Background: an optimization exercise with open tools, aiming at small area and a short achievable clock period. Do not read the settings as production practice. Only simulation tests tie the RTL to the original design; equivalence was not proved. Power and IR drop assume default switching activity.

==> flow/design.v (outline; a module is shown in full before it is edited, if it fits) <==
// module g_xor2: 5 lines
// module g_xnor2: 5 lines
// module g_nand2: 5 lines
// module g_nor2: 5 lines
// module g_and2: 5 lines
// module g_nand4: 5 lines
// module g_aoi22: 5 lines
// module pc_adder: 5 lines
// module pctarget: 8 lines
// module programme_counter: 9 lines
// module registerfile: 37 lines
// module rf_rdbit: 13 lines
// module rf_rd8: 5 lines
// module extend: 8 lines
// module alu: 21 lines
// module mul32lo: 679 lines
// module mul_benc: 7 lines
// module mul_bsel4: 6 lines
// module mul_bsel2: 6 lines
// module mul_fa: 10 lines
// module mul_fac: 6 lines
// module mul_ha: 6 lines
// module add32: 5 lines
// module control_unit_top: 24 lines
// module riscv_single_core: 40 lines
module riscv_single_core(clk,rst,imem_addr,imem_rdata,dmem_addr,dmem_wdata,dmem_we,dmem_re,dmem_rdata,overflow,carry,negative,branch);
  // ...
==> flow/flow/run.sh <==
#!/bin/bash
set -euo pipefail
bash standard.sh MATCH_CELL_FOOTPRINT=0 "BUFFER_PORTS_ARGS=-buffer_cell sky130_fd_sc_hd__buf_4" finish > standard_flow.log 2>&1
==> flow/standard.sh <==
#!/bin/bash
# synth_recipe.tcl (not shown) runs the flow's synth.tcl, then flattens the netlist and writes it again
# the make line also repeats each setting of config.mk as NAME=value (left out here)
make -C /OpenROAD-flow-scripts/flow DESIGN_CONFIG=/design/flow/config.mk WORK_HOME=/design/flow/orfs CLKGATE_MAP_FILE= SYNTH_SCRIPT=/design/flow/synth_recipe.tcl "${@:-finish}"
==> flow/config.mk <==
export PLATFORM = sky130hd
export DESIGN_NAME = riscv_single_core
export DESIGN_NICKNAME = riscv_single_core
export VERILOG_FILES = /design/flow/design.v
export SDC_FILE = /design/flow/constraint.sdc
export NUM_CORES = 4
export LEC_CHECK = 0
export CAP_MARGIN = 20
export CORE_MARGIN = 2
export CORE_UTILIZATION = 50
export SETUP_SLACK_MARGIN = 4
export SLEW_MARGIN = 20
export SYNTH_HIERARCHICAL = 1
==> flow/constraint.sdc <==
create_clock -name core_clock -period 17.0 [get_ports {clk}]
set_input_delay 3.4000 -clock core_clock [delete_from_list [all_inputs] [get_ports {clk}]]
set_output_delay 3.4000 -clock core_clock [all_outputs]
set_load 0.01 [all_outputs]
==> flow_summary.json, run 1 <==
{
  "cp.buffers_inverters": 7,
  "drive_above_1_share": 0.234,
  "timing.rr.end": "rf.r[23].d[30]",
  "seq_cell_count": 1088,
  "criticalPathCategory": "in2out",
  "combPwrFrac": 0.035,
  "root_buffer": "clkbuf_16",
  "cts_sinks": 1088,
  "ctsHoldBuffers": 0,
  "dp_cells": 7848,
  "final.clkbuf_count": 137,
  "worst_skew_pair.late_latency_ns": 0.78,
  "detail_route.first_pass.iterations": 9,
  "timing.critical_path.from": "imem_rdata[22]",
  "p_comb_w": 0.000192,
  "top_power_group": "sequential cells",
  "wl_met1_um": 107000,
  "globalRouteMet3Util": 0.167,
  "hold_path_startpoint": "rf.valid[16]",
  "run_status": "finished clean",
  "layout.cells.most_common": "a22oi_1",
  "cp_num_cells": 35,
  "chipWidth_um": 366,
  "postRouteWirelength_um": 308000,
  "whs_endpoint": "rf.valid[16]",
  "place.port_buffers": 167,
  "worst_setup_path_end_kind": "output port",
  "worst_path_largest_cell_delay_ns": 0.73,
  "drt.antenna.violating_nets": 0,
  "fill_cells": 10500,
  "route.met2.wl_um": 127000,
  "largestRegisters": "rf.r.d x1024, pcreg.pc x32, rf.valid x32",
  "cpMostUsedCell": "xor2_1",
  "area.share.sequential": 0.402,
  "nNonClkInverters": 33,
  "fin_total_pwr_w": 0.00555,
  "worstMarginPinSlew_ns": 1.29,
  "dp_hpwl_um": 189000,
  "multi_input_comb_area_um2": 35700,
  "globalRouteTotalUtil": 0.444,
  "critical_path_arrival_ns": 10.99,
  "regMostFlops": "rf.r.d",
  "worst_setup_hold_path_clk_slew_ns": 0.06,
  "min_delay_path_depth": 2
}
==> module alu, before the edit <==
module alu(a, b, inv_b, op_mul, op_and, op_or, op_slt, mb, sum, prod, result, overflow, carry, negative);
  input [31:0] a, b, mb;
  input inv_b, op_mul, op_and, op_or, op_slt;
  output [31:0] sum, prod, result;
  output overflow, carry, negative;
  wire cout;
  wire [31:0] bx = inv_b ? ~b : b;
  assign {cout, sum} = a + bx + inv_b;
  mul32lo m(.a(a), .b(mb), .p(prod));
  wire logic_op = op_and | op_or;
  assign result = op_mul ? prod :
                  op_and ? (a & b) :
                  op_or  ? (a | b) :
                  op_slt ? {31'd0, sum[31]} : sum;
  assign negative = op_mul ? prod[31] :
                    op_and ? (a[31] & b[31]) :
                    op_or  ? (a[31] | b[31]) :
                    op_slt ? 1'b0 : sum[31];
  assign overflow = ~logic_op & ~(inv_b ^ a[31] ^ b[31]) & (a[31] ^ sum[31]);
  assign carry = ~logic_op & cout;
endmodule
==> module riscv_single_core, before the edit <==
module riscv_single_core(clk,rst,imem_addr,imem_rdata,dmem_addr,dmem_wdata,dmem_we,dmem_re,dmem_rdata,overflow,carry,negative,branch);
  input clk,rst;
  output [31:0]imem_addr;
  input  [31:0]imem_rdata;
  output [31:0]dmem_addr,dmem_wdata;
  output dmem_we,dmem_re;
  input  [31:0]dmem_rdata;
  output  overflow,carry,negative,branch;
  wire [31:0] instr = imem_rdata;
  wire [31:0] pc;
  wire [31:0] rd1, rd2, imm, srcb, sum, prod, pcplus4, pctarget;
  wire is_r, is_l, is_s, is_b, is_j, alusrc, regwrite;
  wire op_mul, op_and, op_or, op_slt, inv_b;
  wire [31:0] result, wd;
  control_unit_top ctrl(
    .instr(instr), .is_r(is_r), .is_l(is_l), .is_s(is_s), .is_b(is_b), .is_j(is_j),
    .alusrc(alusrc), .regwrite(regwrite),
    .op_mul(op_mul), .op_and(op_and), .op_or(op_or), .op_slt(op_slt), .inv_b(inv_b));
  extend ext(.instr(instr), .is_s(is_s), .is_j(is_j), .imm(imm));
  registerfile rf(
    .clk(clk), .rst(rst),
    .a1(instr[19:15]), .a2(instr[24:20]), .a3(instr[11:7]),
    .we3(regwrite), .wd3(wd), .rd1(rd1), .rd2(rd2));
  assign srcb = alusrc ? imm : rd2;
  alu alu1(
    .a(rd1), .b(srcb), .inv_b(inv_b), .op_mul(op_mul), .op_and(op_and), .op_or(op_or), .op_slt(op_slt),
    .mb(rd2), .sum(sum), .prod(prod), .result(result),
    .overflow(overflow), .carry(carry), .negative(negative));
  assign wd = is_l ? dmem_rdata : is_j ? pcplus4 : result;
  wire pcsrc = (is_b & (rd1 == rd2)) | is_j;
  pc_adder pcadd(.a(pc), .c(pcplus4));
  pctarget pct(.PC(pc), .instr(instr), .is_j(is_j), .Pctarget1(pctarget));
  programme_counter pcreg(.clk(clk), .rst(rst), .pc_next(pcsrc ? pctarget : pcplus4), .pc(pc));
  assign imem_addr = pc;
  assign dmem_addr = sum;
  assign dmem_wdata = rd2;
  assign dmem_we = is_s;
  assign dmem_re = is_l;
  assign branch = is_b;
endmodule
==> inputs of run 2 (changes only) <==
--- a/flow/design.v
+++ b/flow/design.v
@@ -118,27 +118,32 @@
                is_s ? {{20{instr[31]}}, instr[31:25], instr[11:7]} :
                       {{20{instr[31]}}, instr[31:20]};
 endmodule
-module alu(a, b, inv_b, op_mul, op_and, op_or, op_slt, mb, sum, prod, result, overflow, carry, negative);
-  input [31:0] a, b, mb;
-  input inv_b, op_mul, op_and, op_or, op_slt;
-  output [31:0] sum, prod, result;
+module alu(a, b, inv_b, op_and, op_or, op_slt, sum, result, overflow, carry, negative);
+  input [31:0] a, b;
+  input inv_b, op_and, op_or, op_slt;
+  output [31:0] sum, result;
   output overflow, carry, negative;
   wire cout;
   wire [31:0] bx = inv_b ? ~b : b;
   assign {cout, sum} = a + bx + inv_b;
-  mul32lo m(.a(a), .b(mb), .p(prod));
   wire logic_op = op_and | op_or;
-  assign result = op_mul ? prod :
-                  op_and ? (a & b) :
+  assign result = op_and ? (a & b) :
                   op_or  ? (a | b) :
                   op_slt ? {31'd0, sum[31]} : sum;
-  assign negative = op_mul ? prod[31] :
-                    op_and ? (a[31] & b[31]) :
+  assign negative = op_and ? (a[31] & b[31]) :
                     op_or  ? (a[31] | b[31]) :
                     op_slt ? 1'b0 : sum[31];
   assign overflow = ~logic_op & ~(inv_b ^ a[31] ^ b[31]) & (a[31] ^ sum[31]);
   assign carry = ~logic_op & cout;
 endmodule
+module late_mux(s, sn, late, early, y);
+  input s, sn, late, early;
+  output y;
+  wire n1, n2;
+  g_nand2 a0(.a(s), .b(late), .y(n1));
+  g_nand2 a1(.a(sn), .b(early), .y(n2));
+  g_nand2 a2(.a(n1), .b(n2), .y(y));
+endmodule
 module mul32lo(a, b, p);
   input [31:0] a, b;
   output [31:0] p;
@@ -901,7 +906,7 @@
   wire [31:0] rd1, rd2, imm, srcb, sum, prod, pcplus4, pctarget;
   wire is_r, is_l, is_s, is_b, is_j, alusrc, regwrite;
   wire op_mul, op_and, op_or, op_slt, inv_b;
-  wire [31:0] result, wd;
+  wire [31:0] wd;
   control_unit_top ctrl(
     .instr(instr), .is_r(is_r), .is_l(is_l), .is_s(is_s), .is_b(is_b), .is_j(is_j),
     .alusrc(alusrc), .regwrite(regwrite),
@@ -912,11 +917,22 @@
     .a1(instr[19:15]), .a2(instr[24:20]), .a3(instr[11:7]),
     .we3(regwrite), .wd3(wd), .rd1(rd1), .rd2(rd2));
   assign srcb = alusrc ? imm : rd2;
+  wire [31:0] res_other, wd_other;
+  wire neg_other;
   alu alu1(
-    .a(rd1), .b(srcb), .inv_b(inv_b), .op_mul(op_mul), .op_and(op_and), .op_or(op_or), .op_slt(op_slt),
-    .mb(rd2), .sum(sum), .prod(prod), .result(result),
-    .overflow(overflow), .carry(carry), .negative(negative));
-  assign wd = is_l ? dmem_rdata : is_j ? pcplus4 : result;
+    .a(rd1), .b(srcb), .inv_b(inv_b), .op_and(op_and), .op_or(op_or), .op_slt(op_slt),
+    .sum(sum), .result(res_other),
+    .overflow(overflow), .carry(carry), .negative(neg_other));
+  mul32lo mul(.a(rd1), .b(rd2), .p(prod));
+  assign wd_other = is_l ? dmem_rdata : is_j ? pcplus4 : res_other;
+  wire op_mul_n = ~op_mul;
+  genvar gi;
+  generate
+    for (gi = 0; gi < 32; gi = gi + 1) begin : wsel
+      late_mux m(.s(op_mul), .sn(op_mul_n), .late(prod[gi]), .early(wd_other[gi]), .y(wd[gi]));
+    end
+  endgenerate
+  late_mux nsel(.s(op_mul), .sn(op_mul_n), .late(prod[31]), .early(neg_other), .y(negative));
   wire pcsrc = (is_b & (rd1 == rd2)) | is_j;
   pc_adder pcadd(.a(pc), .c(pcplus4));
   pctarget pct(.PC(pc), .instr(instr), .is_j(is_j), .Pctarget1(pctarget));
--- a/flow/config.mk
+++ b/flow/config.mk
@@ -7,7 +7,7 @@
 export LEC_CHECK = 0
 export CAP_MARGIN = 20
 export CORE_MARGIN = 2
-export CORE_UTILIZATION = 50
+export CORE_UTILIZATION = 60
 export SETUP_SLACK_MARGIN = 4
 export SLEW_MARGIN = 20
 export SYNTH_HIERARCHICAL = 1
==> run 2 against run 1 <==
  * Still clean
  * Largest power group unchanged
  * Maximum frequency grew 5.6%
  * Clock power is essentially flat
  * Clock skew grew 0.043 ns
  * Worst setup slack gained 0.77 ns
  * Final cell count shrank 1.9%
  * Via count grew 2.4%
  * Highest routed layer unchanged
==> flow_summary.json, run 2 <==
{
  "dp_hpwl_um": 179000,
  "grt_overflow": 0,
  "p_leak_nw": 31.8,
  "grt_antenna_before_repair": 17,
  "number_of_vias_after_detailed_routing": 61600,
  "pwr-share-seq": 0.525,
  "route.detailed.drc": 0,
  "critical_path_arrival_ns": 10.23,
  "placementRows": 121,
  "h_tree_depth": 3,
  "ff2ff_setup_slack_ns": 8.22,
  "drive_above_1_share": 0.267,
  "post_synth.cell_area_avg_um2": 11.0,
  "switching_share": 0.215,
  "cts_buffers": 109,
  "grt_first_pass_wirelength_um": 401000,
  "post_synth_instance_area_um2": 66000,
  "run_status": "finished clean",
  "detail_route.first_pass.iterations": 13,
  "worstPathMaxFanout": 11,
  "postLayoutSetupSlackWorst_ns": 3.37,
  "skew_ns": 0.101,
  "ys.warnings.count": 8,
  "holdCritPathClass": "reg2reg",
  "chipWidth_um": 336,
  "cts_sinks": 1088,
  "setup.worst_path.start_class": "input pin",
  "criticalPathCategory": "in2out",
  "drt.antenna.violating_nets": 0,
  "layout.cells.most_common": "a22oi_1",
  "grt_setup_unrepaired": "yes",
  "worst_path_largest_cell_delay_ns": 0.38,
  "most_used_cells_in_the_layout_excluding_fill_and_tap_cells": "1179 x a22oi_1, 1024 x edfxtp_1, 774 x nand2_1",
  "switchingPower_w": 0.00119,
  "largest_reg_flops": 1024,
  "regMostFlops": "rf.r.d",
  "grt_start_max_net_pins": 73,
  "vdd_drop_max_v": 0.000100,
  "wl_per_cell_um": 35.4,
  "fin_total_pwr_w": 0.00554,
  "fill_cells": 7163,
  "ctsHoldBuffers": 0,
  "final.period_utilization": 0.802,
  "worst_setup_hold_path_clk_slew_ns": 0.06,
  "fmaxAchievable_mhz": 73.4,
  "share_clk_of_total_power": 0.440,
  "largestRegisters": "rf.r.d x1024, pcreg.pc x32, rf.valid x32",
  "die-area_um2": 113000,
  "max-clock-path-buffers": 3,
  "vias_per_cell": 7.46,
  "tritoncts_clock_tree": "done",
  "final_period_minus_worst_setup_slack_ns": 13.63,
  "routabilityCongestion": 1.01,
  "final_nets": 6939,
  "grt_pass1_vias": 56300,
  "placed_area_um2": 69800,
  "p_int_w": 0.00435,
  "crit_path_top_delay_cell": "nand4_1",
  "dp_slack_ns": 1.51,
  "initial_utilization": 0.606,
  "final-max-slew-violation-count": 0,
  "multi_input_comb_area_um2": 37400,
  "power-per-cell-area_nw_per_um2": 67.9,
  "dieHeight_um": 336,
  "design.core.area_um2": 109000,
  "setup_viol": 0,
  "maxCapViolCount": 0,
  "report.final.hold_viol_count": 0,
  "initialDrtViolationCount": 11600,
  "place.port_buffers": 167,
  "worst_skew_pair.late_latency_ns": 0.77,
  "timing.critical_path.required_ns": 13.60,
  "floorplan.io_pins": 168,
  "worstMarginPinSlew_ns": 1.18,
  "relSlewSlack": 0.204,
  "postRouteWirelength_um": 293000,
  "totalNegativeSetupSlack_ns": 0,
  "cpMostUsedCell": "nand2_1",
  "finish.instance_area_um2": 81700,
  "regArea_um2": 32000,
  "synth_cells": 5985,
  "combPwrFrac": 0.034,
  "worst_setup_path_end_kind": "output port",
  "root_buffer": "clkbuf_16",
  "syn2layout_area_growth_pct": 23.8,
  "globalRouteTotalUtil": 0.497
}
==> run 2: power by group through the flow <==
stage / sequential (W) / combinational (W) / clock [W]
5_1_grt: 0.00291 / 0.000193 / 0.00253
3_3_place_gp: 0.00297 / 0.000148 / 0
4_1_cts: 0.00291 / 0.000172 / 0.00243
6_report: 0.00291 / 0.000190 / 0.00244
3_5_place_dp: 0.00297 / 0.000150 / 0
2_1_floorplan: 0.00297 / 0.0000774 / 0
==> run 2: final timing paths <==
path,startpoint,end,cells after the start
setup / recovery,imem_rdata[24],negative,40
hold / removal,rf.valid[11],rf.valid[11],2
setup reg to reg,rf.valid[21],rf.r[25].d[27],37
hold reg to reg,rf.valid[11],rf.valid[11],2
==> run 2: repair_timing <==
| item | 4_1_cts | 5_1_grt |
|---|---|---|
| gates resized for setup | 574 | 275 |
| pin swaps | 252 | 214 |
| setup endpoints to repair | 15 | 2 |
| setup buffers | 319 | 91 |
| cloned | 52 | 5 |
==> run 2: cell type report <==
cell class / count / share of cell area
multi-input cells: 4716 / 0.458
flip-flops and latches: 1088 / 0.392
repair buffers: 766 / 0.0814
clock buffers: 131 / 0.0344
well taps: 1414 / 0.0217
clock inverters: 67 / 0.00971
inverters: 63 / 0.00289
diodes: 11 / 0.000337
==> run 2: layer usage <==
layer  track usage  vias to the layer above  wire (µm)
li1              -                    24800          -
met1         0.614                    29500      97500
met2         0.686                     5788     116000
met3         0.238                     1586      52000
met4         0.332                       18      26900
met5        0.0226                        -        506
==> run 2: worst max-delay path, delay by kind of cell <==
| kind | cells | cell delay (ns) |
|---|---|---|
| and+or+nand+nor | 18 | 2.76 |
| xor gates and xnor gates | 7 | 1.56 |
| buffers and inverters | 7 | 1.12 |
| AOI/OAI and AO/OA | 7 | 1.12 |
| adders and majority gates | 1 | 0.22 |
==> run 2: metrics by stage <==
| stage | utilization | instances | hold WS, ns |
|---|---|---|---|
| 2_1_floorplan | - | 6008 | 0.433 |
| 3_3_place_gp | 0.640 | 7578 | 0.451 |
| 3_5_place_dp | 0.640 | 7579 | 0.454 |
| 4_1_cts | 0.727 | 8148 | 0.510 |
| 5_1_grt | 0.749 | 8247 | 0.566 |
| 6_report | 0.750 | 8256 | 0.536 |
==> inputs of run 3 (changes only) <==
--- a/flow/design.v
+++ b/flow/design.v
@@ -118,24 +118,38 @@
                is_s ? {{20{instr[31]}}, instr[31:25], instr[11:7]} :
                       {{20{instr[31]}}, instr[31:20]};
 endmodule
-module alu(a, b, inv_b, op_and, op_or, op_slt, sum, result, overflow, carry, negative);
-  input [31:0] a, b;
-  input inv_b, op_and, op_or, op_slt;
+module alu(a, rd2, imm, alusrc, alusrc_n, inv_b, op_and, op_or, op_slt, sum, result, overflow, carry, negative);
+  input [31:0] a, rd2, imm;
+  input alusrc, alusrc_n, inv_b, op_and, op_or, op_slt;
   output [31:0] sum, result;
   output overflow, carry, negative;
+  wire [31:0] r2x = rd2 ^ {32{inv_b}};
+  wire [31:0] bx;
+  genvar i;
+  generate
+    for (i = 0; i < 32; i = i + 1) begin : bsel
+      late_mux m(.s(alusrc_n), .sn(alusrc), .late(r2x[i]), .early(imm[i]), .y(bx[i]));
+    end
+  endgenerate
   wire cout;
-  wire [31:0] bx = inv_b ? ~b : b;
-  assign {cout, sum} = a + bx + inv_b;
+  addc32 ad(.a(a), .b(bx), .cin(inv_b), .s(sum), .cout(cout));
   wire logic_op = op_and | op_or;
-  assign result = op_and ? (a & b) :
-                  op_or  ? (a | b) :
+  assign result = op_and ? (a & rd2) :
+                  op_or  ? (a | rd2) :
                   op_slt ? {31'd0, sum[31]} : sum;
-  assign negative = op_and ? (a[31] & b[31]) :
-                    op_or  ? (a[31] | b[31]) :
+  assign negative = op_and ? (a[31] & rd2[31]) :
+                    op_or  ? (a[31] | rd2[31]) :
                     op_slt ? 1'b0 : sum[31];
-  assign overflow = ~logic_op & ~(inv_b ^ a[31] ^ b[31]) & (a[31] ^ sum[31]);
+  assign overflow = ~logic_op & ~(a[31] ^ bx[31]) & (a[31] ^ sum[31]);
   assign carry = ~logic_op & cout;
 endmodule
+module addc32(a, b, cin, s, cout);
+  input [31:0] a, b;
+  input cin;
+  output [31:0] s;
+  output cout;
+  assign {cout, s} = a + b + cin;
+endmodule
 module late_mux(s, sn, late, early, y);
   input s, sn, late, early;
   output y;
@@ -903,7 +917,7 @@
   output  overflow,carry,negative,branch;
   wire [31:0] instr = imem_rdata;
   wire [31:0] pc;
-  wire [31:0] rd1, rd2, imm, srcb, sum, prod, pcplus4, pctarget;
+  wire [31:0] rd1, rd2, imm, sum, prod, pcplus4, pctarget;
   wire is_r, is_l, is_s, is_b, is_j, alusrc, regwrite;
   wire op_mul, op_and, op_or, op_slt, inv_b;
   wire [31:0] wd;
@@ -916,11 +930,11 @@
     .clk(clk), .rst(rst),
     .a1(instr[19:15]), .a2(instr[24:20]), .a3(instr[11:7]),
     .we3(regwrite), .wd3(wd), .rd1(rd1), .rd2(rd2));
-  assign srcb = alusrc ? imm : rd2;
   wire [31:0] res_other, wd_other;
   wire neg_other;
   alu alu1(
-    .a(rd1), .b(srcb), .inv_b(inv_b), .op_and(op_and), .op_or(op_or), .op_slt(op_slt),
+    .a(rd1), .rd2(rd2), .imm(imm), .alusrc(alusrc), .alusrc_n(~alusrc), .inv_b(inv_b),
+    .op_and(op_and), .op_or(op_or), .op_slt(op_slt),
     .sum(sum), .result(res_other),
     .overflow(overflow), .carry(carry), .negative(neg_other));
   mul32lo mul(.a(rd1), .b(rd2), .p(prod));
==> run 3 against run 2 <==
  * Synthesized cell count hardly changed
  * First-iteration DRC count decreased by 3.7%
  * Sequential share of layout area fell by 0.21 points
  * Highest routed layer unchanged
  * Power grew 1.4%
  * Largest power group unchanged
  * Clock power grew 4%
  * Sequential power hardly changed
  * Register-to-register slack improved by 0.13 ns
==> flow_summary.json, run 3 <==
{
  "chipWidth_um": 336,
  "die-area_um2": 113000,
  "hold_path_startpoint": "rf.valid[1]",
  "run_status": "finished clean",
  "placementRows": 121,
  "grt_overflow": 0,
  "critical_path_arrival_ns": 10.18,
  "syn2layout_area_growth_pct": 24.0,
  "globalRouteTotalUtil": 0.502,
  "grt_pass1_vias": 58600,
  "grt_first_pass_wirelength_um": 408000,
  "maxCapViolCount": 0,
  "drt.antenna.violating_nets": 0,
  "largestRegisters": "rf.r.d x1024, pcreg.pc x32, rf.valid x32",
  "final_period_minus_worst_setup_slack_ns": 13.58,
  "post_synth_instance_area_um2": 66200,
  "cpMostUsedCell": "xor2_1",
  "p_leak_nw": 32.4,
  "detail_route.first_pass.iterations": 9,
  "timing.rr.end": "rf.r[22].d[26]",
  "final_nets": 7025,
  "min_delay_path_depth": 2,
  "synth_cells": 5983,
  "place.port_buffers": 167,
  "worstMarginPinSlew_ns": 1.22,
  "routabilityCongestion": 1.02,
  "postRouteWirelength_um": 290000,
  "multi_input_comb_area_um2": 36900,
  "final.period_utilization": 0.799,
  "postLayoutSetupSlackWorst_ns": 3.42,
  "post_layout_nonfiller_instances": 8406,
  "dp_cells": 7695,
  "power-per-cell-area_nw_per_um2": 68.4,
  "h_tree_depth": 3,
  "worstPathMaxFanout": 12,
  "skew_ns": 0.0903,
  "final-max-slew-violation-count": 0,
  "crit_path_top_delay_cell": "and3_2",
  "timing.critical_path.required_ns": 13.60,
  "worst_setup_hold_path_clk_slew_ns": 0.06,
  "holdCritPathClass": "reg2reg",
  "r2r_start": "rf.valid[29]",
  "grt_antenna_before_repair": 15,
  "criticalPathCategory": "in2out",
  "ys.warnings.count": 8,
  "setup.worst_path.start_class": "input pin",
  "grt_start_max_net_pins": 73,
  "vias_per_cell": 7.38,
  "dp_hpwl_um": 177000,
  "largest_reg_flops": 1024,
  "initialDrtViolationCount": 11200,
  "dieHeight_um": 336,
  "regArea_um2": 32000,
  "grt_setup_unrepaired": "yes",
  "regMostFlops": "rf.r.d",
  "whs_endpoint": "rf.valid[1]",
  "fill_cells": 7200,
  "fmaxAchievable_mhz": 73.6,
  "worst_path_largest_cell_delay_ns": 0.38,
  "root_buffer": "clkbuf_16",
  "vdd_drop_max_v": 0.000144,
  "post-route-util": 0.752,
  "most_used_cells_in_the_layout_excluding_fill_and_tap_cells": "1174 x a22oi_1, 1024 x edfxtp_1, 868 x nand2_1",
  "drive_above_1_share": 0.266,
  "layout.cells.most_common": "a22oi_1",
  "dp_slack_ns": 1.78,
  "post_synth.cell_area_avg_um2": 11.1,
  "reg2reg_depth": 24,
  "cts_buffers": 106,
  "totalNegativeSetupSlack_ns": 0,
  "number_of_vias_after_detailed_routing": 62000,
  "setup_viol": 0,
  "max-clock-path-buffers": 3,
  "design.core.area_um2": 109000,
  "ff2ff_setup_slack_ns": 8.35,
  "route.detailed.drc": 0,
  "worst_skew_pair.late_latency_ns": 0.73,
  "initial_utilization": 0.607,
  "report.final.hold_viol_count": 0,
  "floorplan.io_pins": 168,
  "worst_setup_path_end_kind": "output port",
  "tritoncts_clock_tree": "done",
  "wl_per_cell_um": 34.5,
  "cts_sinks": 1088,
  "relSlewSlack": 0.183
}
## run 3: per-stage QoR
step / hold slack, ns / area [µm²] / power, W
2_1_floorplan: 0.433 / 66400 / 0.00304
3_3_place_gp: 0.450 / 70400 / 0.00311
3_5_place_dp: 0.461 / 70400 / 0.00311
4_1_cts: 0.488 / 81300 / 0.00559
5_1_grt: 0.507 / 82100 / 0.00571
6_report: 0.489 / 82100 / 0.00562
## run 3: final cells by class
class / instances / share of cell area
Clock buffer: 123 / 0.0333
Timing Repair Buffer: 856 / 0.0916
Sequential cell: 1088 / 0.390
Tap cell: 1476 / 0.0225
Antenna cell: 8 / 0.000244
Clock inverter: 75 / 0.0119
Multi-Input combinational cell: 4748 / 0.449
Inverter: 32 / 0.00146
## run 3: report_power, final
part	leakage (nW)	switching, W	internal, W	total [W]
Combinational	20.5	0.000119	0.0000582	0.000177
Clock	1.80	0.00107	0.00147	0.00253
Sequential	10.1	0.00000442	0.00291	0.00291
## run 3: repair_timing
item / CTS / global route
buffers inserted: 420 / 42
hold buffers: 0 / 0
endpoints found under the setup margin: 2 / 1
pin swaps: 358 / 91
cloned: 43 / 0
resized for setup: 691 / 81
## run 3: layer usage
metal	global-route usage	part of all wire
met2	0.729	0.41
met3	0.189	0.16
met1	0.612	0.32
met4	0.366	0.098
met5	0	0.00027
## run 3: how the worst max path moves through the flow
stage                         from  slack [ns]  endpoint  cells after the start
finish              imem_rdata[23]        3.42  negative                     33
global route        imem_rdata[22]        3.29  negative                     35
CTS                 imem_rdata[22]        3.97  negative                     36
detailed placement  imem_rdata[20]        1.78  negative                     31
global placement    imem_rdata[20]        1.88  negative                     32
floorplan           imem_rdata[22]        4.09  negative                     31
## run 3: critical path, delay by kind of cell
| family | cells | cell delay [ns] |
|---|---|---|
| AO/OA/AOI/OAI | 5 | 0.99 |
| adder cells (fa/ha/maj) | 1 | 0.32 |
| buffers and inverters | 6 | 0.92 |
| AND/OR/NAND/NOR | 10 | 2.02 |
| XOR/XNOR | 11 | 2.49 |
==> inputs of run 4 (changes only) <==
--- a/flow/config.mk
+++ b/flow/config.mk
@@ -8,6 +8,6 @@
 export CAP_MARGIN = 20
 export CORE_MARGIN = 2
 export CORE_UTILIZATION = 60
-export SETUP_SLACK_MARGIN = 4
+export SETUP_SLACK_MARGIN = 3
 export SLEW_MARGIN = 20
 export SYNTH_HIERARCHICAL = 1
==> run 4 against run 3 <==
  * Flip-flop and latch count did not move
  * Register-to-register slack got worse by 0.18 ns
  * Combinational power down 8%
  * Count of clock-buffer cells in the layout rose by 6
  * Non-clock buffer count is 287 lower
  * Core utilization shrank 3.9 points
  * Power is 3.8% lower
  * Design area fell by 5.2%
  * First-iteration DRC count shrank 11%
  * Final cell count fell by 3.8%
  * Global-route usage shrank 3.5 points
  * Hold slack about the same
  * Highest routed layer unchanged
==> flow_summary.json, run 4 <==
{
  "final_period_minus_worst_setup_slack_ns": 13.98,
  "initial_utilization": 0.607,
  "grt_pass1_vias": 53100,
  "ff2ff_setup_slack_ns": 8.17,
  "design.core.area_um2": 109000,
  "dp_cells": 7685,
  "totalNegativeSetupSlack_ns": 0,
  "fin_total_pwr_w": 0.00541,
  "final_nets": 6705,
  "multi_input_comb_area_um2": 35600,
  "switching_share": 0.215,
  "switchingPower_w": 0.00116,
  "detail_route.first_pass.iterations": 7,
  "drt.antenna.violating_nets": 0,
  "relSlewSlack": 0.215,
  "syn2layout_area_growth_pct": 17.6,
  "post_synth.cell_area_avg_um2": 11.1,
  "worst_setup_hold_path_clk_slew_ns": 0.06,
  "worstMarginPinSlew_ns": 1.17,
  "holdWs_ns": 0.488,
  "timing.critical_path.from": "imem_rdata[15]",
  "ys.warnings.count": 8,
  "max-clock-path-buffers": 3,
  "crit_family": "simple AND/OR/NAND/NOR gates",
  "report.final.hold_viol_count": 0,
  "cpMostUsedCell": "buf_4",
  "post_layout_nonfiller_instances": 8083,
  "largestRegisters": "rf.r.d x1024, pcreg.pc x32, rf.valid x32",
  "die-area_um2": 113000,
  "largest_reg_flops": 1024,
  "fill_cells": 7850,
  "cp.buffers_inverters": 6,
  "grt_overflow": 0,
  "min_delay_path_depth": 2,
  "regMostFlops": "rf.r.d",
  "place.port_buffers": 167,
  "hold_path_startpoint": "rf.valid[19]",
  "timing.critical_path.required_ns": 13.60,
  "whs_endpoint": "rf.valid[19]",
  "regArea_um2": 32000,
  "chipWidth_um": 336,
  "worst_path_largest_cell_delay_ns": 0.58,
  "floorplan.io_pins": 168,
  "grt_first_pass_wirelength_um": 377000,
  "grt_setup_unrepaired": "no",
  "critical_path_arrival_ns": 10.58,
  "tritoncts_clock_tree": "done",
  "most_used_cells_in_the_layout_excluding_fill_and_tap_cells": "1211 x a22oi_1, 1024 x edfxtp_1, 883 x nand2_1",
  "layout.cells.most_common": "a22oi_1",
  "share_clk_of_total_power": 0.431,
  "maxCapViolCount": 0,
  "power-per-cell-area_nw_per_um2": 69.4,
  "postLayoutSetupSlackWorst_ns": 3.02,
  "worst_setup_path_end_kind": "output port",
  "run_status": "finished clean",
  "dp_hpwl_um": 186000,
  "r2r_start": "rf.valid[26]",
  "synth_cells": 5983,
  "initialDrtViolationCount": 9954,
  "criticalPathCategory": "in2out",
  "fmaxAchievable_mhz": 71.5,
  "vias_per_cell": 7.23,
  "setup.worst_path.start_class": "input pin",
  "postRouteWirelength_um": 274000,
  "vdd_drop_max_v": 0.000105,
  "final.period_utilization": 0.822,
  "combPwrFrac": 0.030,
  "dieHeight_um": 336,
  "placementRows": 121,
  "p_int_w": 0.00425,
  "h_tree_depth": 3,
  "drive_above_1_share": 0.206,
  "timing.rr.end": "rf.r[19].d[22]",
  "number_of_vias_after_detailed_routing": 58400,
  "route.detailed.drc": 0,
  "root_buffer": "clkbuf_16",
  "routabilityCongestion": 1.08,
  "reg2reg_depth": 24,
  "grt_start_max_net_pins": 65,
  "grt_antenna_before_repair": 15,
  "worst_skew_pair.late_latency_ns": 0.76,
  "setup_viol": 0,
  "post_synth_instance_area_um2": 66200,
  "worstPathMaxFanout": 32,
  "globalRouteTotalUtil": 0.467,
  "dp_slack_ns": 1.56,
  "crit_path_top_delay_cell": "nor2_1",
  "skew_ns": 0.117,
  "cts_sinks": 1088,
  "wl_per_cell_um": 33.9,
  "pwr-share-seq": 0.538,
  "holdCritPathClass": "reg2reg",
  "final-max-slew-violation-count": 0,
  "cts_buffers": 107,
  "p_leak_nw": 30.3
}
run 4: stage by stage:
stage                util  area, µm²
floorplan               -      66300
global placement    0.644      70300
detailed placement  0.644      70400
CTS                 0.688      75100
global route        0.713      77800
finish              0.713      77900
run 4: worst max path at each step:
| stage | to | slack [ns] | cells after the start |
|---|---|---|---|
| 3_3_place_gp | negative | 1.67 | 33 |
| 3_5_place_dp | negative | 1.56 | 33 |
| 4_1_cts | negative | 3.00 | 30 |
| 6_report | negative | 3.02 | 28 |
| 2_1_floorplan | negative | 3.74 | 32 |
| 5_1_grt | negative | 2.92 | 36 |
run 4: tightest hold or removal path: stages (launching register included):
cell	delay (ns)
dfxtp_1	0.34
nand2_1	0.05
o21ai_0	0.06
run 4: power groups by stage:
stage / clock [W] / combinational (W) / sequential (W)
floorplan: 0 / 0.0000765 / 0.00297
global placement: 0 / 0.000145 / 0.00297
detailed placement: 0 / 0.000147 / 0.00297
CTS: 0.00233 / 0.000150 / 0.00291
global route: 0.00244 / 0.000167 / 0.00291
finish: 0.00233 / 0.000163 / 0.00291
run 4: layout make-up:
type	instances	share of cell area
tap	1476	0.0237
sequential	1088	0.411
clock buffer	129	0.0355
clock inverter	68	0.00908
timing repair buffer	569	0.0618
inverter	32	0.00154
multi-input combinational	4714	0.457
antenna	7	0.000225
run 4: repair_timing:
item,CTS,global route
hold buffers,0,0
setup buffers,44,142
cloned,1,7
pin swaps,27,162
gates resized for setup,235,284
setup endpoints to repair,1,1
run 4: layer usage:
metal	wire length, µm	part of all wire	up-vias	track usage
li1	-	-	24300	-
met1	94800	0.35	28200	0.611
met2	109000	0.40	4959	0.639
met3	48700	0.18	960	0.200
met4	21000	0.077	18	0.281
met5	339	0.0012	-	0.0123
==> inputs of run 5 (changes only) <==
--- a/flow/config.mk
+++ b/flow/config.mk
@@ -8,6 +8,6 @@
 export CAP_MARGIN = 20
 export CORE_MARGIN = 2
 export CORE_UTILIZATION = 60
-export SETUP_SLACK_MARGIN = 3
+export SETUP_SLACK_MARGIN = 3.5
 export SLEW_MARGIN = 20
 export SYNTH_HIERARCHICAL = 1
==> run 5 against run 4 <==
  * Power grew 0.19%
  * Register-to-register slack lost 0.03 ns
  * Critical endpoint unchanged
  * Sequential power about the same
  * Synthesized area unchanged
  * Maximum frequency is 1.1% higher
  * Wire length grew 3.9%
  * Final cell count rose by 2.6%
  * Die area did not move
  * Largest power group unchanged
  * Core utilization is 3.1 points higher
  * Via count up 3.0%
==> flow_summary.json, run 5 <==
{
  "root_buffer": "clkbuf_16",
  "worst_skew_pair.late_latency_ns": 0.76,
  "h_tree_depth": 3,
  "grt_pass1_vias": 54300,
  "grt_setup_unrepaired": "yes",
  "holdCritPathClass": "reg2reg",
  "cpMostUsedCell": "nand2_1",
  "detail_route.first_pass.iterations": 9,
  "route.detailed.drc": 0,
  "regArea_um2": 32000,
  "initialDrtViolationCount": 10600,
  "share_clk_of_total_power": 0.431,
  "route.met2.wl_um": 113000,
  "initial_utilization": 0.607,
  "cts_buffers": 107,
  "chipWidth_um": 336,
  "whs_endpoint": "rf.valid[18]",
  "syn2layout_area_growth_pct": 22.8,
  "postRouteWirelength_um": 285000,
  "setup.worst_path.start_class": "input pin",
  "maxCapViolCount": 0,
  "dp_hpwl_um": 186000,
  "cts_sinks": 1088,
  "worstMarginPinSlew_ns": 1.25,
  "regMostFlops": "rf.r.d",
  "p_int_w": 0.00425,
  "post_synth.cell_area_avg_um2": 11.1,
  "wl_per_cell_um": 34.3,
  "grt_antenna_before_repair": 13,
  "most_used_cells_in_the_layout_excluding_fill_and_tap_cells": "1187 x a22oi_1, 1024 x edfxtp_1, 854 x nand2_1",
  "crit_path_top_delay_cell": "nor2_2",
  "placementRows": 121,
  "run_status": "finished clean",
  "switchingPower_w": 0.00117,
  "wl_met1_um": 95600,
  "vdd_drop_max_v": 0.000105,
  "worst_setup_path_end_kind": "output port",
  "final.period_utilization": 0.814,
  "ctsHoldBuffers": 0,
  "ys.warnings.count": 8,
  "drt.antenna.violating_nets": 0,
  "ff2ff_setup_slack_ns": 8.14,
  "dr.max_layer_used": "met5",
  "report.final.hold_viol_count": 0,
  "reg2reg_depth": 28,
  "tritoncts_clock_tree": "done",
  "final_period_minus_worst_setup_slack_ns": 13.83,
  "cp.buffers_inverters": 7,
  "floorplan.io_pins": 168,
  "worst_setup_hold_path_clk_slew_ns": 0.06,
  "timing.rr.end": "rf.r[23].d[22]",
  "grt_start_max_net_pins": 65,
  "hold_path_startpoint": "rf.valid[18]",
  "crit_family": "simple AND/OR/NAND/NOR gates",
  "dieHeight_um": 336,
  "place.port_buffers": 167,
  "combPwrFrac": 0.031,
  "relSlewSlack": 0.166,
  "switching_share": 0.216,
  "fill_cells": 7299,
  "globalRouteTotalUtil": 0.475,
  "totalNegativeSetupSlack_ns": 0,
  "worstPathMaxFanout": 32,
  "power-per-cell-area_nw_per_um2": 66.6,
  "routabilityCongestion": 1.08,
  "timing.critical_path.from": "imem_rdata[24]",
  "routed_wl_met3_um": 51600,
  "criticalPathCategory": "in2out",
  "final-max-slew-violation-count": 0,
  "layout.cells.most_common": "a22oi_1",
  "largest_reg_flops": 1024,
  "fmaxAchievable_mhz": 72.3,
  "p_leak_nw": 31.7,
  "max-clock-path-buffers": 3,
  "critical_path_arrival_ns": 10.43,
  "post_synth_instance_area_um2": 66200,
  "grt_overflow": 0,
  "number_of_vias_after_detailed_routing": 60200,
  "min_delay_path_depth": 2,
  "multi_input_comb_area_um2": 37100,
  "vias_per_cell": 7.26,
  "skew_ns": 0.115,
  "r2r_start": "rf.valid[22]",
  "pwr-share-seq": 0.537,
  "drive_above_1_share": 0.262,
  "final_nets": 6912,
  "grt_first_pass_wirelength_um": 384000,
  "worst_path_largest_cell_delay_ns": 0.41,
  "synth_cells": 5983,
  "largestRegisters": "rf.r.d x1024, pcreg.pc x32, rf.valid x32",
  "timing.critical_path.required_ns": 13.60,
  "design.core.area_um2": 109000,
  "die-area_um2": 113000,
  "holdWs_ns": 0.489,
  "setup_viol": 0
}
[run 5: what timing repair did]
action,in CTS,in global routing
pin swaps,146,263
gates resized for setup,453,396
buffers inserted,175,208
cloned,5,13
endpoints found under the setup margin,2,1
[run 5: per-stage QoR]
step                      power [W]  utilization  setup slack (ns)  area, µm²  instances
final                       0.00542        0.745              3.17      81300       8290
after global routing        0.00552        0.745              3.07      81300       8283
after CTS                   0.00540        0.708              3.51      77300       8062
after detailed placement    0.00312        0.644              1.56      70400       7685
after global placement      0.00311        0.644              1.67      70300       7683
after floorplan             0.00304            -              3.74      66300       6006
[run 5: routing by layer]
metal / up-vias / GRT usage
li1: 24600 / -
met1: 29000 / 0.609
met2: 5337 / 0.653
met4: 14 / 0.287
met5: - / 0
met3: 1211 / 0.220
[run 5: worst max-delay path by stage]
stage               endpoint  cells past startpoint  slack, ns
detailed placement  negative                     33       1.56
global route        negative                     34       3.07
CTS                 negative                     40       3.51
finish              negative                     35       3.17
floorplan           negative                     32       3.74
global placement    negative                     33       1.67
[run 5: layout make-up]
class	instances	share of cell area
Sequential cell	1088	0.394
Timing Repair Buffer	771	0.0821
Clock inverter	68	0.00870
Multi-Input combinational cell	4719	0.457
Clock buffer	129	0.0340
Inverter	32	0.00148
Antenna cell	7	0.000216
Tap cell	1476	0.0227
[run 5: tightest hold or removal path, stage by stage, from the launching register on]
cell and delay, ns:
dfxtp_1 0.34, nand2_1 0.05, o21ai_0 0.06
[run 5: power groups by stage]
stage | registers, W | logic (W) | clock network [W]
after floorplan | 0.00297 | 0.0000765 | 0
after global placement | 0.00297 | 0.000145 | 0
after detailed placement | 0.00297 | 0.000147 | 0
after CTS | 0.00291 | 0.000152 | 0.00233
after global routing | 0.00291 | 0.000174 | 0.00244
final | 0.00291 | 0.000170 | 0.00234
==> inputs of run 6 (changes only) <==
==> flow/flow/run.sh (replaced) <==
#!/bin/bash
set -euo pipefail
bash standard.sh MATCH_CELL_FOOTPRINT=0 "BUFFER_PORTS_ARGS=-buffer_cell sky130_fd_sc_hd__buf_2" finish > standard_flow.log 2>&1
--- a/flow/config.mk
+++ b/flow/config.mk
@@ -7,7 +7,7 @@
 export LEC_CHECK = 0
 export CAP_MARGIN = 20
 export CORE_MARGIN = 2
-export CORE_UTILIZATION = 60
-export SETUP_SLACK_MARGIN = 3.5
+export CORE_UTILIZATION = 55
+export SETUP_SLACK_MARGIN = 3
 export SLEW_MARGIN = 20
 export SYNTH_HIERARCHICAL = 1
==> run 6 against run 5 <==
  * Hold slack worse by 0.011 ns
  * Die area is 9.0% higher
  * Highest routed layer unchanged
  * Non-clock buffer count is 205 lower
  * Final cell count is 0.89% lower
  * Via count is 5.4% lower
  * Synthesized area stayed put
  * Register-to-register slack better by 0.06 ns
  * Sequential share of layout area is 1.8 points higher
  * Critical path depth is 1 lower
  * Flip-flop and latch count stayed put
  * Critical endpoint unchanged
  * Maximum frequency is 1.2% lower
  * Combinational power is 6% lower
==> flow_summary.json, run 6 <==
{
  "root_buffer": "clkbuf_16",
  "relSlewSlack": 0.182,
  "worstMarginPinSlew_ns": 1.22,
  "routabilityCongestion": 1.05,
  "most_used_cells_in_the_layout_excluding_fill_and_tap_cells": "1210 x a22oi_1, 1024 x edfxtp_1, 884 x nand2_1",
  "grt_pass1_vias": 52400,
  "cts_sinks": 1088,
  "grt_first_pass_wirelength_um": 375000,
  "wl_per_cell_um": 33.2,
  "ys.warnings.count": 8,
  "ctsHoldBuffers": 0,
  "r2r_start": "rf.valid[16]",
  "fmaxAchievable_mhz": 71.4,
  "timing.critical_path.from": "imem_rdata[15]",
  "h_tree_depth": 3,
  "initialDrtViolationCount": 7930,
  "run_status": "finished clean",
  "skew_ns": 0.0912,
  "largest_reg_flops": 1024,
  "regMostFlops": "rf.r.d",
  "timing.critical_path.required_ns": 13.60,
  "grt_setup_unrepaired": "no",
  "finish.instance_area_um2": 77700,
  "route.detailed.drc": 0,
  "report.final.hold_viol_count": 0,
  "totalNegativeSetupSlack_ns": 0,
  "detail_route.first_pass.iterations": 9,
  "layout.cells.most_common": "a22oi_1",
  "placed_area_um2": 70400,
  "design.core.area_um2": 120000,
  "place.port_buffers": 167,
  "fin_total_pwr_w": 0.00549,
  "p_leak_nw": 30.2,
  "hold_path_startpoint": "rf.valid[11]",
  "floorplan.io_pins": 168,
  "max-clock-path-buffers": 3,
  "criticalPathCategory": "in2out",
  "postRouteWirelength_um": 272000,
  "holdCritPathClass": "reg2reg",
  "worst_path_largest_cell_delay_ns": 0.67,
  "die-area_um2": 123000,
  "drive_above_1_share": 0.209,
  "post_synth.cell_area_avg_um2": 11.1,
  "setup_viol": 0,
  "setup.worst_path.start_class": "input pin",
  "dieHeight_um": 351,
  "post-route-util": 0.649,
  "grt_overflow": 0,
  "placementRows": 127,
  "post_synth_instance_area_um2": 66200,
  "number_of_vias_after_detailed_routing": 56900,
  "dp_cells": 7856,
  "maxCapViolCount": 0,
  "chipWidth_um": 351,
  "worst_setup_path_end_kind": "output port",
  "grt_start_max_net_pins": 73,
  "power-per-cell-area_nw_per_um2": 70.7,
  "vdd_drop_max_v": 0.000116,
  "cts_buffers": 111,
  "critical_path_arrival_ns": 10.61,
  "final.period_utilization": 0.824,
  "post_layout_nonfiller_instances": 8216,
  "worstPathMaxFanout": 16,
  "globalRouteTotalUtil": 0.426,
  "final_nets": 6703,
  "vias_per_cell": 6.93,
  "worst_setup_hold_path_clk_slew_ns": 0.06,
  "final-max-slew-violation-count": 0,
  "crit_path_top_delay_cell": "and3_1",
  "dp_hpwl_um": 183000,
  "largestRegisters": "rf.r.d x1024, pcreg.pc x32, rf.valid x32",
  "grt_antenna_before_repair": 16,
  "final_period_minus_worst_setup_slack_ns": 14.01,
  "initial_utilization": 0.553,
  "tritoncts_clock_tree": "done",
  "syn2layout_area_growth_pct": 17.3,
  "synth_cells": 5983,
  "worst_skew_pair.late_latency_ns": 0.78,
  "drt.antenna.violating_nets": 0
}
[run 6: power breakdown]
group	total, W	switching [W]	internal (W)
clock	0.00242	0.00108	0.00135
sequential	0.00291	0.00000325	0.00291
combinational	0.000160	0.000115	0.0000449
[run 6: area by class of cell]
type / count / area (µm²)
fill: 9475 / 42000
multi-input combinational: 4711 / 35600
sequential: 1088 / 32000
timing repair buffer: 566 / 4290
clock buffer: 139 / 2880
tap: 1612 / 2020
clock inverter: 62 / 703
inverter: 32 / 120
antenna: 6 / 15.0
[run 6: worst paths after layout]
kind / end / slack [ns] / depth (start not counted)
worst min-delay path: rf.valid[11] / 0.48 / 2
worst max-delay path: negative / 2.99 / 34
worst max register to register: rf.r[1].d[26] / 8.20 / 26
worst min register to register: rf.valid[11] / 0.48 / 2
[run 6: metal layers]
layer  share of wire  GRT usage
met4           0.085      0.305
met3            0.14      0.141
met1            0.36      0.550
met2            0.41      0.602
met5         0.00025          0
[run 6: per-stage QoR]
step | hold WS (ns) | worst slack, ns
detailed placement | 0.453 | 0.929
floorplan | 0.434 | 3.74
global route | 0.502 | 2.82
finish | 0.478 | 2.99
global placement | 0.446 | 0.953
CTS | 0.475 | 3.00
[run 6: what timing repair did]
action | in CTS | in global routing
buffers inserted | 40 | 108
resized for setup | 246 | 285
gates cloned | 0 | 5
endpoints found under the setup margin | 1 | 1
pin swaps | 36 | 159
[run 6: critical path: cells and delay by family]
| family | cells | cell delay [ns] |
|---|---|---|
| AND/OR/NAND/NOR | 12 | 2.10 |
| AO/OA/AOI/OAI | 6 | 0.98 |
| XOR/XNOR | 10 | 2.43 |
| buffers and inverters | 5 | 1.36 |
| adder cells (fa/ha/maj) | 1 | 0.26 |
==> inputs of run 7 (changes only) <==
--- a/flow/config.mk
+++ b/flow/config.mk
@@ -7,7 +7,8 @@
 export LEC_CHECK = 0
 export CAP_MARGIN = 20
 export CORE_MARGIN = 2
-export CORE_UTILIZATION = 55
+export CORE_UTILIZATION = 60
+export CTS_BUF_LIST = sky130_fd_sc_hd__clkbuf_8
 export SETUP_SLACK_MARGIN = 3
 export SLEW_MARGIN = 20
 export SYNTH_HIERARCHICAL = 1
==> run 7 against run 6 <==
  * Hold slack gained 0.013 ns
  * Clock skew shrank 0.034 ns
  * Maximum frequency is 0.12% higher
  * Register-to-register slack got worse by 0.33 ns
  * Count of clock-buffer cells in the layout rose by 32
  * Sequential share of layout area is 0.45 points higher
  * Core utilization increased by 5.5 points
  * Via count is 2.8% higher
  * Critical path type unchanged
  * Largest cell class unchanged
==> flow_summary.json, run 7 <==
{
  "reg2reg_depth": 27,
  "synth_cells": 5983,
  "worst_setup_hold_path_clk_slew_ns": 0.06,
  "final.period_utilization": 0.823,
  "initial_utilization": 0.607,
  "p_leak_nw": 30.2,
  "timing.critical_path.required_ns": 13.60,
  "layout.cells.most_common": "a22oi_1",
  "final_nets": 6745,
  "crit_path_top_delay_cell": "fa_1",
  "dp_hpwl_um": 184000,
  "skew_ns": 0.0570,
  "route.detailed.drc": 0,
  "r2r_start": "rf.valid[0]",
  "h_tree_depth": 4,
  "setup_viol": 0,
  "worst_skew_pair.late_latency_ns": 0.90,
  "grt_overflow": 0,
  "ys.warnings.count": 8,
  "chipWidth_um": 336,
  "grt_start_max_net_pins": 65,
  "maxCapViolCount": 0,
  "cts_sinks": 1088,
  "post_synth.cell_area_avg_um2": 11.1,
  "grt_antenna_before_repair": 20,
  "critical_path_arrival_ns": 10.59,
  "number_of_vias_after_detailed_routing": 58500,
  "criticalPathCategory": "in2out",
  "largestRegisters": "rf.r.d x1024, pcreg.pc x32, rf.valid x32",
  "holdWs_ns": 0.490,
  "power-per-cell-area_nw_per_um2": 67.3,
  "drt.antenna.violating_nets": 0,
  "run_status": "finished clean",
  "worstPathMaxFanout": 10,
  "worst_setup_path_end_kind": "output port",
  "setup.worst_path.start_class": "input pin",
  "worst_path_largest_cell_delay_ns": 0.47,
  "routabilityCongestion": 1.05,
  "wl_per_cell_um": 33.8,
  "root_buffer": "clkbuf_8",
  "ff2ff_setup_slack_ns": 7.87,
  "vdd_drop_max_v": 0.000119,
  "timing.critical_path.from": "imem_rdata[24]",
  "syn2layout_area_growth_pct": 16.1,
  "timing.rr.end": "rf.r[18].d[30]",
  "worstSetupEndpoint": "negative",
  "vias_per_cell": 7.16,
  "post_synth_instance_area_um2": 66200,
  "worstMarginPinSlew_ns": 1.23,
  "drive_above_1_share": 0.207,
  "design.core.area_um2": 109000,
  "dp_cells": 7687,
  "min_delay_path_depth": 2,
  "most_used_cells_in_the_layout_excluding_fill_and_tap_cells": "1204 x a22oi_1, 1024 x edfxtp_1, 893 x nand2_1",
  "grt_first_pass_wirelength_um": 377000,
  "globalRouteTotalUtil": 0.470,
  "max-clock-path-buffers": 3,
  "relSlewSlack": 0.179,
  "grt_setup_unrepaired": "no",
  "holdCritPathClass": "reg2reg",
  "fmaxAchievable_mhz": 71.5,
  "report.final.hold_viol_count": 0,
  "dieHeight_um": 336,
  "regMostFlops": "rf.r.d",
  "place.port_buffers": 167,
  "totalNegativeSetupSlack_ns": 0,
  "detail_route.first_pass.iterations": 10,
  "ctsHoldBuffers": 0,
  "post_layout_nonfiller_instances": 8170,
  "final_period_minus_worst_setup_slack_ns": 13.99,
  "placementRows": 121,
  "cts_buffers": 171,
  "initialDrtViolationCount": 8781,
  "largest_reg_flops": 1024,
  "die-area_um2": 113000,
  "fill_cells": 8066,
  "floorplan.io_pins": 168,
  "postRouteWirelength_um": 276000,
  "post-route-util": 0.704,
  "finish.instance_area_um2": 76800,
  "grt_pass1_vias": 53200,
  "placed_area_um2": 69900,
  "final-max-slew-violation-count": 0,
  "tritoncts_clock_tree": "done"
}
run 7: cell count changes in the layout (fill, tap and decap cells not counted), sizes merged, moves of 5 or more:
| cell | before | now |
|---|---|---|
| bufinv | 9 | 3 |
| diode | 6 | 11 |
| buf | 562 | 541 |
| inv | 35 | 87 |
| clkinv | 46 | 72 |
| clkbuf | 143 | 175 |
run 7: repair_timing:
| action | in CTS | in global routing |
|---|---|---|
| pin swaps | 28 | 157 |
| setup buffers | 36 | 123 |
| endpoints found under the setup margin | 2 | 1 |
| resized for setup | 244 | 267 |
| gates cloned | 3 | 4 |
run 7: worst min-delay path by stage:
stage                            start            to  slack [ns]
after global routing      rf.valid[15]  rf.valid[15]        0.51
after detailed placement   rf.valid[5]   rf.valid[5]        0.45
after global placement    rf.valid[14]  rf.valid[14]        0.45
final                     rf.valid[25]  rf.valid[25]        0.49
after floorplan           rf.valid[10]  rf.valid[10]        0.43
after CTS                  rf.valid[1]   rf.valid[1]        0.48
run 7: metal layers:
| layer | share of wire | GRT usage |
|---|---|---|
| met1 | 0.34 | 0.593 |
| met2 | 0.40 | 0.642 |
| met3 | 0.18 | 0.223 |
| met4 | 0.080 | 0.300 |
| met5 | 0.00061 | 0.00553 |
run 7: power breakdown:
group	total, W	internal (W)	switching (W)
Clock	0.00210	0.00101	0.00110
Sequential	0.00291	0.00291	0.00000332
Combinational	0.000159	0.0000433	0.000115
Total	0.00517	0.00396	0.00121
run 7: per-stage QoR:
| stage | power, W | worst slack [ns] |
|---|---|---|
| finish | 0.00517 | 3.01 |
| global route | 0.00528 | 2.86 |
| CTS | 0.00515 | 3.01 |
| detailed placement | 0.00311 | 1.52 |
| global placement | 0.00311 | 1.58 |
| floorplan | 0.00304 | 3.74 |
run 7: worst max-delay path, delay by kind of cell:
kind	cells	cell delay, ns
xor gates and xnor gates	1	0.24
adders and majority gates	3	1.27
and+or+nand+nor	12	2.60
AOI/OAI and AO/OA	9	1.86
buffers and inverters	6	1.14
run 7: layout make-up:
| cell class | count | area (µm²) | area share |
|---|---|---|---|
| multi-input cells | 4714 | 35600 | 0.463 |
| flip-flops and latches | 1088 | 32000 | 0.417 |
| repair buffers | 545 | 4090 | 0.0532 |
| clock buffers | 171 | 2350 | 0.0306 |
| well taps | 1476 | 1850 | 0.0240 |
| clock inverters | 133 | 790 | 0.0103 |
| inverters | 32 | 120 | 0.00156 |
| diodes | 11 | 27.5 | 0.000358 |
==> inputs of run 8 (changes only) <==
--- a/flow/design.v
+++ b/flow/design.v
@@ -947,12 +947,18 @@
     end
   endgenerate
   late_mux nsel(.s(op_mul), .sn(op_mul_n), .late(prod[31]), .early(neg_other), .y(negative));
+  wire [31:0] aluresult;
+  generate
+    for (gi = 0; gi < 32; gi = gi + 1) begin : asel
+      late_mux m(.s(op_mul), .sn(op_mul_n), .late(prod[gi]), .early(res_other[gi]), .y(aluresult[gi]));
+    end
+  endgenerate
   wire pcsrc = (is_b & (rd1 == rd2)) | is_j;
   pc_adder pcadd(.a(pc), .c(pcplus4));
   pctarget pct(.PC(pc), .instr(instr), .is_j(is_j), .Pctarget1(pctarget));
   programme_counter pcreg(.clk(clk), .rst(rst), .pc_next(pcsrc ? pctarget : pcplus4), .pc(pc));
   assign imem_addr = pc;
-  assign dmem_addr = sum;
+  assign dmem_addr = aluresult;
   assign dmem_wdata = rd2;
   assign dmem_we = is_s;
   assign dmem_re = is_l;
==> run 8 against run 7 <==
  * Design area up 4.7%
  * Final cell count up 3.8%
  * Count of clock-buffer cells in the layout up 7
  * Highest routed layer unchanged
  * Flip-flop and latch count unchanged
  * Global-route usage down 1.8 points
  * Combinational power up 9%
  * Hold slack worse by 0.0037 ns
  * Critical path type unchanged
==> flow_summary.json, run 8 <==
{
  "dp_hpwl_um": 177000,
  "final-max-slew-violation-count": 0,
  "floorplan.io_pins": 168,
  "criticalPathCategory": "in2out",
  "final_nets": 7039,
  "maxCapViolCount": 0,
  "worst_skew_pair.late_latency_ns": 0.94,
  "drt.antenna.violating_nets": 0,
  "worst_setup_path_end_kind": "output port",
  "largestRegisters": "rf.r.d x1024, pcreg.pc x32, rf.valid x32",
  "detail_route.first_pass.iterations": 12,
  "chipWidth_um": 337,
  "cts_buffers": 175,
  "worstPathMaxFanout": 8,
  "setup.worst_path.start_class": "input pin",
  "final.period_utilization": 0.835,
  "ff2ff_setup_slack_ns": 8.38,
  "cpMostUsedCell": "xor2_1",
  "initial_utilization": 0.603,
  "number_of_vias_after_detailed_routing": 59900,
  "worstMarginPinSlew_ns": 1.23,
  "most_used_cells_in_the_layout_excluding_fill_and_tap_cells": "1181 x a22oi_1, 1024 x edfxtp_1, 954 x nand2_1",
  "vdd_drop_max_v": 0.0000999,
  "timing.rr.end": "rf.r[13].d[30]",
  "layout.cells.most_common": "a22oi_1",
  "route.detailed.drc": 0,
  "synth_cells": 6079,
  "die-area_um2": 114000,
  "grt_start_max_net_pins": 73,
  "ys.warnings.count": 8,
  "post_synth.cell_area_avg_um2": 11.0,
  "grt_first_pass_wirelength_um": 369000,
  "run_status": "finished clean",
  "grt_overflow": 0,
  "min_delay_path_depth": 2,
  "max-clock-path-buffers": 3,
  "post-route-util": 0.729,
  "root_buffer": "clkbuf_8",
  "wl_per_cell_um": 32.1,
  "routabilityCongestion": 0.993,
  "power-per-cell-area_nw_per_um2": 65.3,
  "setup_viol": 0,
  "globalRouteTotalUtil": 0.451,
  "grt_antenna_before_repair": 10,
  "whs_endpoint": "rf.valid[10]",
  "critical_path_arrival_ns": 10.79,
  "fill_cells": 7922,
  "reg2reg_depth": 23,
  "hold_path_startpoint": "rf.valid[10]",
  "worst_path_largest_cell_delay_ns": 0.83,
  "r2r_start": "rf.valid[20]",
  "tritoncts_clock_tree": "done",
  "p_leak_nw": 31.9,
  "final_period_minus_worst_setup_slack_ns": 14.19,
  "design.core.area_um2": 110000,
  "crit_path_top_delay_cell": "nor2_1",
  "grt_setup_unrepaired": "yes",
  "dp_cells": 7810,
  "syn2layout_area_growth_pct": 20.8,
  "h_tree_depth": 4,
  "placementRows": 122,
  "postRouteWirelength_um": 272000,
  "worst_setup_hold_path_clk_slew_ns": 0.06,
  "place.port_buffers": 167,
  "largest_reg_flops": 1024,
  "holdCritPathClass": "reg2reg",
  "skew_ns": 0.113,
  "regMostFlops": "rf.r.d",
  "holdWs_ns": 0.487,
  "grt_pass1_vias": 53900,
  "vias_per_cell": 7.06,
  "fmaxAchievable_mhz": 70.5,
  "post_layout_nonfiller_instances": 8482,
  "relSlewSlack": 0.178,
  "fin_total_pwr_w": 0.00526,
  "cts_sinks": 1088,
  "drive_above_1_share": 0.251,
  "regArea_um2": 32000,
  "multi_input_comb_area_um2": 37100,
  "initialDrtViolationCount": 9897,
  "totalNegativeSetupSlack_ns": 0,
  "dieHeight_um": 337,
  "post_synth_instance_area_um2": 66600,
  "timing.critical_path.required_ns": 13.60,
  "report.final.hold_viol_count": 0
}
## run 8: layout make-up
class / count / share of cell area
antenna: 4 / 0.000124
clock buffer: 178 / 0.0305
clock inverter: 143 / 0.0110
inverter: 32 / 0.00149
multi-input combinational: 4823 / 0.461
sequential: 1088 / 0.398
tap: 1488 / 0.0231
timing repair buffer: 726 / 0.0743
## run 8: metal layers
metal  GRT usage  share of wire
met3       0.164           0.16
met1       0.571           0.34
met2       0.648           0.42
met5    0.000426        0.00039
met4       0.303          0.081
## run 8: worst max-delay path by stage
| stage | startpoint | end | slack (ns) | cells after the start |
|---|---|---|---|---|
| global placement | imem_rdata[21] | dmem_addr[30] | 1.40 | 35 |
| global route | imem_rdata[22] | dmem_addr[30] | 2.71 | 36 |
| CTS | imem_rdata[24] | dmem_addr[30] | 3.00 | 32 |
| detailed placement | imem_rdata[21] | dmem_addr[30] | 1.22 | 35 |
| floorplan | imem_rdata[22] | dmem_addr[30] | 3.42 | 28 |
| finish | imem_rdata[22] | dmem_addr[30] | 2.81 | 26 |
## run 8: power breakdown
part           total [W]  switching (W)  internal (W)
combinational   0.000173       0.000121     0.0000520
clock            0.00217        0.00111       0.00106
sequential       0.00291     0.00000364       0.00291
total            0.00526        0.00123       0.00402
## run 8: per-stage QoR
| stage | setup slack [ns] | instance area, µm² |
|---|---|---|
| after floorplan | 3.42 | 66700 |
| after global placement | 1.40 | 70300 |
| after detailed placement | 1.22 | 70400 |
| after CTS | 3.00 | 76100 |
| after global routing | 2.71 | 80400 |
| final | 2.81 | 80400 |
## run 8: critical path, delay by kind of cell
family / cells / cell delay [ns]
muxes: 1 / 0.28
adders and majority gates: 1 / 0.27
and+or+nand+nor: 8 / 2.92
xor gates and xnor gates: 10 / 3.06
AOI/OAI and AO/OA: 2 / 0.26
buffers and inverters: 4 / 0.58
## run 8: what timing repair did
action                                 CTS  global route
resized for setup                      356           425
endpoints found under the hold margin    0             0
cloned                                   7            17
pin swaps                               91           285
setup endpoints to repair               23            19
hold buffers                             0             0
setup buffers                           97           225
==> inputs of run 9 (changes only) <==
==> flow/flow/run.sh (replaced) <==
#!/bin/bash
set -euo pipefail
bash standard.sh MATCH_CELL_FOOTPRINT=0 "BUFFER_PORTS_ARGS=-buffer_cell sky130_fd_sc_hd__buf_4" finish > standard_flow.log 2>&1
--- a/flow/config.mk
+++ b/flow/config.mk
@@ -8,7 +8,6 @@
 export CAP_MARGIN = 20
 export CORE_MARGIN = 2
 export CORE_UTILIZATION = 60
-export CTS_BUF_LIST = sky130_fd_sc_hd__clkbuf_8
 export SETUP_SLACK_MARGIN = 3
 export SLEW_MARGIN = 20
 export SYNTH_HIERARCHICAL = 1
==> run 9 against run 8 <==
  * Clock power increased by 9.2%
  * Critical endpoint is now dmem_addr[26]
  * Clock skew is 0.032 ns lower
  * Critical path depth increased by 9
  * Synthesized area is the same
  * Power increased by 3.8%
==> flow_summary.json, run 9 <==
{
  "run_status": "finished clean",
  "final_period_minus_worst_setup_slack_ns": 14.26,
  "grt_overflow": 0,
  "h_tree_depth": 3,
  "detail_route.first_pass.iterations": 7,
  "wl_per_cell_um": 33.0,
  "place.port_buffers": 167,
  "placementRows": 122,
  "largestRegisters": "rf.r.d x1024, pcreg.pc x32, rf.valid x32",
  "global_route.peak_usage_layer": "met2",
  "globalRouteMet3Util": 0.154,
  "p_leak_nw": 31.7,
  "drt.antenna.violating_nets": 0,
  "worst_skew_pair.late_latency_ns": 0.74,
  "largest_reg_flops": 1024,
  "cts_sinks": 1088,
  "report.final.hold_viol_count": 0,
  "globalRouteTotalUtil": 0.460,
  "setup.worst_path.start_class": "input pin",
  "worst_path_largest_cell_delay_ns": 0.43,
  "critical_path_arrival_ns": 10.86,
  "crit_path_top_delay_cell": "a221oi_1",
  "root_buffer": "clkbuf_16",
  "vias_per_cell": 7.17,
  "initialDrtViolationCount": 9645,
  "post_synth.cell_area_avg_um2": 11.0,
  "max-clock-path-buffers": 3,
  "grt_antenna_before_repair": 10,
  "final.period_utilization": 0.839,
  "fin_total_pwr_w": 0.00545,
  "fmaxAchievable_mhz": 70.1,
  "number_of_vias_after_detailed_routing": 59900,
  "drive_above_1_share": 0.251,
  "routabilityCongestion": 1.01,
  "met2_track_demand_over_resource": 0.653,
  "syn2layout_area_growth_pct": 21.8,
  "worst_setup_hold_path_clk_slew_ns": 0.06,
  "cpMostUsedCell": "buf_4",
  "setup_viol": 0,
  "dp_hpwl_um": 179000,
  "initial_utilization": 0.603,
  "vdd_drop_max_v": 0.000111,
  "final_nets": 6964,
  "most_used_cells_in_the_layout_excluding_fill_and_tap_cells": "1178 x a22oi_1, 1024 x edfxtp_1, 953 x nand2_1",
  "crit_family": "simple AND/OR/NAND/NOR gates",
  "regMostFlops": "rf.r.d",
  "die-area_um2": 114000,
  "ys.warnings.count": 8,
  "timing.critical_path.required_ns": 13.60,
  "floorplan.io_pins": 168,
  "worstMarginPinSlew_ns": 1.18,
  "ctsHoldBuffers": 0,
  "grt_pass1_vias": 54200,
  "worst_setup_path_end_kind": "output port",
  "layout.cells.most_common": "a22oi_1",
  "dieHeight_um": 337,
  "post_layout_nonfiller_instances": 8348,
  "tritoncts_clock_tree": "done",
  "holdWs_ns": 0.471,
  "postLayoutSetupSlackWorst_ns": 2.74,
  "grt_start_max_net_pins": 73,
  "worstPathMaxFanout": 8,
  "totalNegativeSetupSlack_ns": 0,
  "grt_first_pass_wirelength_um": 377000,
  "dp_slack_ns": 1.16,
  "skew_ns": 0.0810,
  "final-max-slew-violation-count": 0,
  "criticalPathCategory": "in2out",
  "grt_util_met1": 0.586,
  "cp.buffers_inverters": 7,
  "holdCritPathClass": "reg2reg",
  "chipWidth_um": 337,
  "post_synth_instance_area_um2": 66600,
  "postRouteWirelength_um": 276000,
  "grt_setup_unrepaired": "yes",
  "power-per-cell-area_nw_per_um2": 67.3,
  "dp_cells": 7804,
  "synth_cells": 6079,
  "maxCapViolCount": 0,
  "relSlewSlack": 0.215,
  "route.detailed.drc": 0,
  "design.core.area_um2": 110000,
  "cts_buffers": 106
}
==> run 9: per-layer routing <==
| layer | vias up | share of wire |
|---|---|---|
| met5 | - | 0.00079 |
| met4 | 14 | 0.096 |
| met3 | 1167 | 0.16 |
| met2 | 4980 | 0.41 |
| met1 | 28900 | 0.34 |
| li1 | 24900 | - |
==> run 9: area by class of cell <==
class | count | area (µm²)
Antenna cell | 3 | 7.51
Clock buffer | 121 | 2710
Clock inverter | 73 | 781
Fill cell | 7511 | 29300
Inverter | 32 | 120
Multi-Input combinational cell | 4812 | 37300
Sequential cell | 1088 | 32000
Tap cell | 1488 | 1860
Timing Repair Buffer | 731 | 6340
==> run 9: worst register-to-register path, delay by kind of cell, from the launching register on <==
kind                       cells  cell delay (ns)
xor gates and xnor gates       8             1.90
and+or+nand+nor               10             2.53
AOI/OAI and AO/OA              8             2.03
buffers and inverters          5             0.76
DFF                            1             0.37
adders and majority gates      1             0.25
==> run 9: per-stage QoR <==
step | util | cell area (µm²)
after global routing | 0.735 | 81100
after CTS | 0.700 | 77200
after detailed placement | 0.642 | 70900
after global placement | 0.641 | 70700
final | 0.735 | 81100
after floorplan | - | 66700
==> run 9: path summary, 6_finish.rpt <==
| path | start | end | slack [ns] | cells past startpoint |
|---|---|---|---|---|
| setup / recovery | imem_rdata[21] | dmem_addr[26] | 2.74 | 35 |
| hold / removal | rf.valid[11] | rf.valid[11] | 0.47 | 2 |
| setup reg to reg | rf.valid[19] | rf.r[10].d[26] | 8.55 | 32 |
| hold reg to reg | rf.valid[11] | rf.valid[11] | 0.47 | 2 |
==> run 9: power by group <==
| part | total, W | internal [W] | switching, W | leakage, nW |
|---|---|---|---|---|
| clock | 0.00237 | 0.00131 | 0.00106 | 1.68 |
| sequential | 0.00291 | 0.00291 | 0.00000341 | 10.1 |
| combinational | 0.000174 | 0.0000537 | 0.000120 | 19.9 |
| total | 0.00545 | 0.00427 | 0.00118 | 31.7 |
==> run 9: what timing repair did <==
item | CTS | global route
cloned | 4 | 11
pin swaps | 136 | 226
endpoints found under the setup margin | 24 | 21
gates resized for setup | 381 | 414
setup buffers | 148 | 181

Re-timed with assumed drivers on the ports (clkbuf_16 on the clock, buf_2 on other inputs), run 9 has 2.650 ns of setup slack against 2.743 ns with ideal ports, and 2.650 ns once port delays also move by the mid clock arrival of 0.778 ns.
